This design comes from an exercise in tuning for small area and a short achievable clock period on the open sky130 flow, not from production work. Where RTL was checked, it was by simulation tests only, not by an equivalence proof against the original. Power is estimated from default activity; no workload was simulated.

==> flow/design.v <==
module alu #(parameter DATA_WIDTH = 8, CMD_WIDTH = 4)(
        input clk, rst, MODE, CE,
        input [1:0]INP_VALID,
        input [CMD_WIDTH-1:0]CMD,
        input [DATA_WIDTH-1:0]OPA,OPB,
        input CIN,
        output reg [2*DATA_WIDTH:0]res,
        output reg cout, oflow, g, l, e, err
);
        function [16:0] ks_add(input [15:0] x, input [15:0] y, input c);
                reg [16:0] kg, kp, kg2, kp2;
                integer i, d;
                begin
                        kg[0] = c;
                        kp[0] = 1'b0;
                        for (i = 0; i < 16; i = i + 1) begin
                                kg[i+1] = x[i] & y[i];
                                kp[i+1] = x[i] ^ y[i];
                        end
                        for (d = 1; d < 17; d = d * 2) begin
                                kg2 = kg;
                                kp2 = kp;
                                for (i = d; i < 17; i = i + 1) begin
                                        kg2[i] = kg[i] | (kp[i] & kg[i-d]);
                                        kp2[i] = kp[i] & kp[i-d];
                                end
                                kg = kg2;
                                kp = kp2;
                        end
                        for (i = 0; i < 16; i = i + 1)
                                ks_add[i] = x[i] ^ y[i] ^ kg[i];
                        ks_add[16] = kg[16];
                end
        endfunction
        wire sub_f = (~CMD[3] & ~CMD[2] & CMD[0]) | (CMD[3] & ~CMD[1] & ~CMD[0]);  
        wire sgn_f = CMD[3] & (CMD[2] | CMD[0]);                                    
        wire c_inca = CMD == 4'd4, c_deca = CMD == 4'd5;
        wire ci_in = (~CMD[3] & ~CMD[2]) ? (CMD[1] ? (CIN ^ CMD[0]) : CMD[0]) : ~CMD[0];
        wire i_incb = (INP_VALID == 2'b01) & (CMD == 4'd6);
        wire i_decb = (INP_VALID == 2'b01) & (CMD == 4'd7);
        wire i_ror  = ~MODE & (CMD == 4'd13);
        wire i_shra = ~MODE & (CMD == 4'd8);
        wire i_shla = ~MODE & (CMD == 4'd9);
        wire m1 = MODE & (CMD == 4'd9);
        wire m2 = MODE & (CMD == 4'd10);
        wire [7:0] a_in = m1 ? OPA + 8'd1 : m2 ? {1'b0, OPA[7:1]} :
                          ({8{~(i_incb | i_decb)}} & OPA) | {8{i_decb}};
        wire [7:0] b_in = i_ror ? {OPB[7:3], 3'd0 - OPB[2:0]} :
                          i_shla ? {OPB[7:3], 3'd1} : i_shra ? {OPB[7:3], 3'd7} : OPB;
        wire [7:0] yb_in = c_inca ? 8'd0 : c_deca ? 8'hff : OPB ^ {8{sub_f}};
        reg ce_r;
        reg mode_r;
        reg [1:0] iv_r;
        reg [3:0] cmd_r;
        reg [7:0] a_r, b_r;
        reg ci_r;
        reg [7:0] yb_r;
        reg st1, st2;
        always @(posedge clk or posedge rst)
                if (rst) ce_r <= 1'b0;
                else ce_r <= CE;
        always @(posedge clk) begin
                mode_r <= MODE;
                iv_r   <= INP_VALID;
                cmd_r  <= CMD;
                a_r    <= a_in;
                b_r    <= b_in;
                yb_r   <= yb_in;
                ci_r   <= ci_in;
        end
        wire [15:0] c = 16'd1 << cmd_r;
        wire v11 = iv_r == 2'b11, v10 = iv_r == 2'b10, v01 = iv_r == 2'b01;
        wire am = ce_r & mode_r, lm = ce_r & ~mode_r;
        wire a11 = am & v11, l11 = lm & v11;
        wire op_add  = a11 & c[0];
        wire op_sub  = a11 & c[1];
        wire op_addc = a11 & c[2];
        wire op_subc = a11 & c[3];
        wire op_cmp  = a11 & c[8];
        wire op_mul  = a11 & (c[9] | c[10]);
        wire op_adds = a11 & c[11];
        wire op_subs = a11 & c[12];
        wire op_inca = am & v10 & c[4];
        wire op_deca = am & v10 & c[5];
        wire op_incb = am & v01 & c[6];
        wire op_decb = am & v01 & c[7];
        wire op_rot  = l11 & (c[12] | c[13]);
        wire sel_add  = op_add | op_sub | op_addc | op_subc | op_adds | op_subs |
                        op_inca | op_deca | op_incb | op_decb;
        wire sel_sext = op_sub | op_subc | op_deca | op_decb | op_adds | op_subs;
        wire sel_cout = op_add | op_addc | op_adds | op_subs;
        wire sel_ovc  = op_sub | (op_subc & ci_r) | op_inca | op_deca | op_incb | op_decb;
        wire sel_ovl  = op_subc & ~ci_r;
        wire sel_ovs  = op_adds | op_subs;
        wire sel_cmpu = op_cmp | op_subs;
        wire sel_mul  = op_mul & st2;
        wire ERR = (am & (v11 ? (c[4] | c[5] | c[6] | c[7] | c[13] | c[14] | c[15]) :
                          v10 ? ~(c[4] | c[5]) : v01 ? ~(c[6] | c[7]) : 1'b1)) |
                   (lm & (v11 ? (c[6] | c[7] | c[14] | c[15]) :
                          v10 ? ~c[6] : v01 ? ~c[7] : 1'b1)) |
                   (op_rot & (|b_r[7:4]));
        always @(posedge clk or posedge rst)
                if (rst) begin
                        st1 <= 1'b0;
                        st2 <= 1'b0;
                end else begin
                        st1 <= a11;
                        st2 <= st1;
                end
        reg [7:0] mx;
        reg [3:0] d1, d2, d3;
        reg [9:0] m3;
        reg [15:0] w0, w1;
        wire [16:0] m3w = ks_add({8'd0, a_r}, {7'd0, a_r, 1'b0}, 1'b0);
        wire [7:0] my = (mode_r & (cmd_r == 4'd9)) ? b_r + 8'd1 : b_r;
        always @(posedge clk) begin
                mx <= a_r;
                d1 <= {my[7:6] == 2'd1, my[5:4] == 2'd1, my[3:2] == 2'd1, my[1:0] == 2'd1};
                d2 <= {my[7:6] == 2'd2, my[5:4] == 2'd2, my[3:2] == 2'd2, my[1:0] == 2'd2};
                d3 <= {my[7:6] == 2'd3, my[5:4] == 2'd3, my[3:2] == 2'd3, my[1:0] == 2'd3};
                m3 <= m3w[9:0];
        end
        function [9:0] digit(input e1, input e2, input e3, input [7:0] x, input [9:0] x3);
                digit = ({10{e1}} & {2'd0, x}) | ({10{e2}} & {1'b0, x, 1'b0}) | ({10{e3}} & x3);
        endfunction
        wire [9:0] u0 = digit(d1[0], d2[0], d3[0], mx, m3);
        wire [9:0] u1 = digit(d1[1], d2[1], d3[1], mx, m3);
        wire [9:0] u2 = digit(d1[2], d2[2], d3[2], mx, m3);
        wire [9:0] u3 = digit(d1[3], d2[3], d3[3], mx, m3);
        wire [15:0] r0 = {6'd0, u0};
        wire [15:0] r1 = {4'd0, u1, 2'd0};
        wire [15:0] r2 = {2'd0, u2, 4'd0};
        wire [15:0] r3 = {u3, 6'd0};
        wire [15:0] cs1 = r0 ^ r1 ^ r2;
        wire [15:0] cc1 = {(r0[14:0] & r1[14:0]) | (r0[14:0] & r2[14:0]) | (r1[14:0] & r2[14:0]), 1'b0};
        wire [15:0] cs2 = cs1 ^ cc1 ^ r3;
        wire [15:0] cc2 = {(cs1[14:0] & cc1[14:0]) | (cs1[14:0] & r3[14:0]) | (cc1[14:0] & r3[14:0]), 1'b0};
        always @(posedge clk) begin
                w0 <= cs2;
                w1 <= cc2;
        end
        wire [16:0] prodw = ks_add(w0, w1, 1'b0);
        wire [15:0] prod = prodw[15:0];
        wire sgn_k = cmd_r[3] & (cmd_r[2] | cmd_r[0]);                                     
        wire sub_k = (~cmd_r[3] & ~cmd_r[2] & cmd_r[0]) | (cmd_r[3] & ~cmd_r[1] & ~cmd_r[0]);  
        wire xe = (sgn_k & a_r[7]) | (cmd_r == 4'd7);
        wire ye = (cmd_r == 4'd5) | ((cmd_r != 4'd4) & ((sgn_k & b_r[7]) ^ sub_k));
        wire [16:0] s9w = ks_add({7'd0, xe, a_r}, {7'd0, ye, yb_r}, ci_r);
        wire [8:0] s9 = s9w[8:0];
        wire eq = a_r == b_r;
        wire lt_s = {~a_r[7], a_r[6:0]} < {~b_r[7], b_r[6:0]};
        wire [15:0] rx = {8'd0, a_r} << b_r[2:0];
        wire [3:0] tt = ({4{l11 & c[0]}} & 4'b1000) |
                        ({4{l11 & c[1]}} & 4'b0111) |
                        ({4{l11 & c[2]}} & 4'b1110) |
                        ({4{l11 & c[3]}} & 4'b0001) |
                        ({4{l11 & c[4]}} & 4'b0110) |
                        ({4{l11 & c[5]}} & 4'b1001) |
                        ({4{lm & v10 & c[6]}} & 4'b0011) |
                        ({4{lm & v01 & c[7]}} & 4'b0101);
        wire sel_lo = op_rot | (l11 & c[9]);
        wire sel_hi = op_rot | (l11 & c[8]);
        wire [7:0] lres = (b_r & ((a_r & {8{tt[3]}}) | (~a_r & {8{tt[1]}}))) |
                          (~b_r & ((a_r & {8{tt[2]}}) | (~a_r & {8{tt[0]}}))) |
                          ({8{l11 & c[10]}} & {1'b0, b_r[7:1]}) | ({8{l11 & c[11]}} & {b_r[6:0], 1'b0}) |
                          ({8{sel_lo}} & rx[7:0]) | ({8{sel_hi}} & rx[15:8]);
        wire [16:0] RES = {{8{sel_sext & s9[8]}}, {9{sel_add}} & s9} |
                          {1'b0, {8{op_rot}} & rx[15:8], lres} |
                          {1'b0, {16{sel_mul}} & prod};
        wire COUT  = sel_cout & s9[8];
        wire OFLOW = (sel_ovc & s9[8]) | (sel_ovl & s9[8] & ~eq) | (sel_ovs & (s9[8] ^ s9[7]));
        wire E = (sel_cmpu | op_adds) & eq;
        wire L = (sel_cmpu & s9[8]) | (op_adds & lt_s);
        wire G = (sel_cmpu & ~eq & ~s9[8]) | (op_adds & ~eq & ~lt_s);
        always @(posedge clk or posedge rst)
                if (rst) begin
                        res <= 0;
                        cout <= 0;
                        oflow <= 0;
                        g <= 0;
                        l <= 0;
                        e <= 0;
                        err <= 0;
                end else begin
                        res <= RES;
                        cout <= COUT;
                        oflow <= OFLOW;
                        g <= G;
                        l <= L;
                        e <= E;
                        err <= ERR;
                end
endmodule
clock: 5.0 ns
lec_check: 0
abc_area: 1
cap_margin: 20
core_margin: 2
core_utilization: 50
setup_slack_margin: 3.05
slew_margin: 20
standard.sh (not shown) runs the stock make flow with config.mk's settings and CLKGATE_MAP_FILE= SYNTH_SCRIPT=/design/flow/synth_recipe.tcl, a recipe that flattens the netlist after the stock synthesis.
==> flow/flow/run.sh <==
#!/bin/bash
# The standard layout with two changes: plain buffers (buf_2) as the port
# buffers instead of the delay buffers buffer_ports picks by default, and a
# smaller clock tree: a clkbuf_16 root, clkbuf_4 leaves and none of the
# dummy loads CTS adds for balancing.
set -euo pipefail
export BUFFER_PORTS_ARGS="-buffer_cell sky130_fd_sc_hd__buf_2"
export CTS_ARGS="-sink_clustering_enable -repair_clock_nets -dont_use_dummy_load -sink_clustering_size 60 -sink_clustering_max_diameter 150 -root_buf sky130_fd_sc_hd__clkbuf_16 -buf_list sky130_fd_sc_hd__clkbuf_4"
bash standard.sh > standard.log 2>&1
The starting point completed without violations.
==> next run, changes <==
--- a/flow/design.v
+++ b/flow/design.v
@@ -45,26 +45,29 @@
         wire m2 = MODE & (CMD == 4'd10);
         wire [7:0] a_in = m1 ? OPA + 8'd1 : m2 ? {1'b0, OPA[7:1]} :
                           ({8{~(i_incb | i_decb)}} & OPA) | {8{i_decb}};
-        wire [7:0] b_in = i_ror ? {OPB[7:3], 3'd0 - OPB[2:0]} :
+        wire [7:0] b_in = m1 ? OPB + 8'd1 :
+                          i_ror ? {OPB[7:3], 3'd0 - OPB[2:0]} :
                           i_shla ? {OPB[7:3], 3'd1} : i_shra ? {OPB[7:3], 3'd7} : OPB;
-        wire [7:0] yb_in = c_inca ? 8'd0 : c_deca ? 8'hff : OPB ^ {8{sub_f}};
+        wire [8:0] yb_in = c_inca ? 9'd0 : c_deca ? 9'h1ff : {sgn_f & OPB[7], OPB} ^ {9{sub_f}};
         reg ce_r;
-        reg mode_r;
+        reg mode_r, cin_r;
         reg [1:0] iv_r;
         reg [3:0] cmd_r;
         reg [7:0] a_r, b_r;
-        reg ci_r;
-        reg [7:0] yb_r;
+        reg xe_r, ci_r;
+        reg [8:0] yb_r;
         reg st1, st2;
         always @(posedge clk or posedge rst)
                 if (rst) ce_r <= 1'b0;
                 else ce_r <= CE;
         always @(posedge clk) begin
                 mode_r <= MODE;
+                cin_r  <= CIN;
                 iv_r   <= INP_VALID;
                 cmd_r  <= CMD;
                 a_r    <= a_in;
                 b_r    <= b_in;
+                xe_r   <= sgn_f & OPA[7] | i_decb;
                 yb_r   <= yb_in;
                 ci_r   <= ci_in;
         end
@@ -89,8 +92,8 @@
                         op_inca | op_deca | op_incb | op_decb;
         wire sel_sext = op_sub | op_subc | op_deca | op_decb | op_adds | op_subs;
         wire sel_cout = op_add | op_addc | op_adds | op_subs;
-        wire sel_ovc  = op_sub | (op_subc & ci_r) | op_inca | op_deca | op_incb | op_decb;
-        wire sel_ovl  = op_subc & ~ci_r;
+        wire sel_ovc  = op_sub | (op_subc & ~cin_r) | op_inca | op_deca | op_incb | op_decb;
+        wire sel_ovl  = op_subc & cin_r;
         wire sel_ovs  = op_adds | op_subs;
         wire sel_cmpu = op_cmp | op_subs;
         wire sel_mul  = op_mul & st2;
@@ -112,12 +115,11 @@
         reg [9:0] m3;
         reg [15:0] w0, w1;
         wire [16:0] m3w = ks_add({8'd0, a_r}, {7'd0, a_r, 1'b0}, 1'b0);
-        wire [7:0] my = (mode_r & (cmd_r == 4'd9)) ? b_r + 8'd1 : b_r;
         always @(posedge clk) begin
                 mx <= a_r;
-                d1 <= {my[7:6] == 2'd1, my[5:4] == 2'd1, my[3:2] == 2'd1, my[1:0] == 2'd1};
-                d2 <= {my[7:6] == 2'd2, my[5:4] == 2'd2, my[3:2] == 2'd2, my[1:0] == 2'd2};
-                d3 <= {my[7:6] == 2'd3, my[5:4] == 2'd3, my[3:2] == 2'd3, my[1:0] == 2'd3};
+                d1 <= {b_r[7:6] == 2'd1, b_r[5:4] == 2'd1, b_r[3:2] == 2'd1, b_r[1:0] == 2'd1};
+                d2 <= {b_r[7:6] == 2'd2, b_r[5:4] == 2'd2, b_r[3:2] == 2'd2, b_r[1:0] == 2'd2};
+                d3 <= {b_r[7:6] == 2'd3, b_r[5:4] == 2'd3, b_r[3:2] == 2'd3, b_r[1:0] == 2'd3};
                 m3 <= m3w[9:0];
         end
         function [9:0] digit(input e1, input e2, input e3, input [7:0] x, input [9:0] x3);
@@ -141,11 +143,7 @@
         end
         wire [16:0] prodw = ks_add(w0, w1, 1'b0);
         wire [15:0] prod = prodw[15:0];
-        wire sgn_k = cmd_r[3] & (cmd_r[2] | cmd_r[0]);                                     
-        wire sub_k = (~cmd_r[3] & ~cmd_r[2] & cmd_r[0]) | (cmd_r[3] & ~cmd_r[1] & ~cmd_r[0]);  
-        wire xe = (sgn_k & a_r[7]) | (cmd_r == 4'd7);
-        wire ye = (cmd_r == 4'd5) | ((cmd_r != 4'd4) & ((sgn_k & b_r[7]) ^ sub_k));
-        wire [16:0] s9w = ks_add({7'd0, xe, a_r}, {7'd0, ye, yb_r}, ci_r);
+        wire [16:0] s9w = ks_add({7'd0, xe_r, a_r}, {7'd0, yb_r}, ci_r);
         wire [8:0] s9 = s9w[8:0];
         wire eq = a_r == b_r;
         wire lt_s = {~a_r[7], a_r[6:0]} < {~b_r[7], b_r[6:0]};
@@ -160,8 +158,8 @@
                         ({4{lm & v01 & c[7]}} & 4'b0101);
         wire sel_lo = op_rot | (l11 & c[9]);
         wire sel_hi = op_rot | (l11 & c[8]);
-        wire [7:0] lres = (b_r & ((a_r & {8{tt[3]}}) | (~a_r & {8{tt[1]}}))) |
-                          (~b_r & ((a_r & {8{tt[2]}}) | (~a_r & {8{tt[0]}}))) |
+        wire [7:0] lres = (a_r & b_r & {8{tt[3]}}) | (a_r & ~b_r & {8{tt[2]}}) |
+                          (~a_r & b_r & {8{tt[1]}}) | (~a_r & ~b_r & {8{tt[0]}}) |
                           ({8{l11 & c[10]}} & {1'b0, b_r[7:1]}) | ({8{l11 & c[11]}} & {b_r[6:0], 1'b0}) |
                           ({8{sel_lo}} & rx[7:0]) | ({8{sel_hi}} & rx[15:8]);
         wire [16:0] RES = {{8{sel_sext & s9[8]}}, {9{sel_add}} & s9} |
Die area came out higher by a few percent; cell area came out higher slightly; critical path depth came out lower by 5; wire length came out higher by a little under a tenth; worst setup slack improves by 0.041 ns; clock power came out higher slightly; via count came out higher by a few percent; utilization came out lower by 1.7 points; non-clock buffer count came out lower by 25; register-to-register slack improves by 0.04 ns; sequential share of layout area came out higher by 0.33 points; sequential power barely changes.
Only the layout flow was run in the first run of this note; the RTL was not checked for function there.

[afterwards: timing with drivers on the ports]
The results above use ideal ports. As a check the final layouts listed here were re-extracted and re-timed, cells and wires unchanged.
Step 1 assumes that a clkbuf_16 drives the clock port and a buf_2 every other input.
Step 2 times the ports against the registers' clock, not the clock port: input delays grow and output delays shrink by t, the midpoint of the rising clock arrivals with the driver on.
a / b / c = no drivers / after step 1 / after step 2; a / b = the first two.
run	shift t [ns]	setup slack, ns	hold slack, ns	pins driven straight from the clock port
the first run	0.386	3.058 / 3.042 / 2.708	0.353 / 0.353 / 0.353	1
the second run	0.389	3.099 / 3.099 / 2.757	0.352 / 0.352 / 0.352	1
After both steps every run listed still meets setup and hold. For the first run, which loses most, drivers alone change the setup slack by -0.016 ns; drivers and shift together by -0.350 ns.
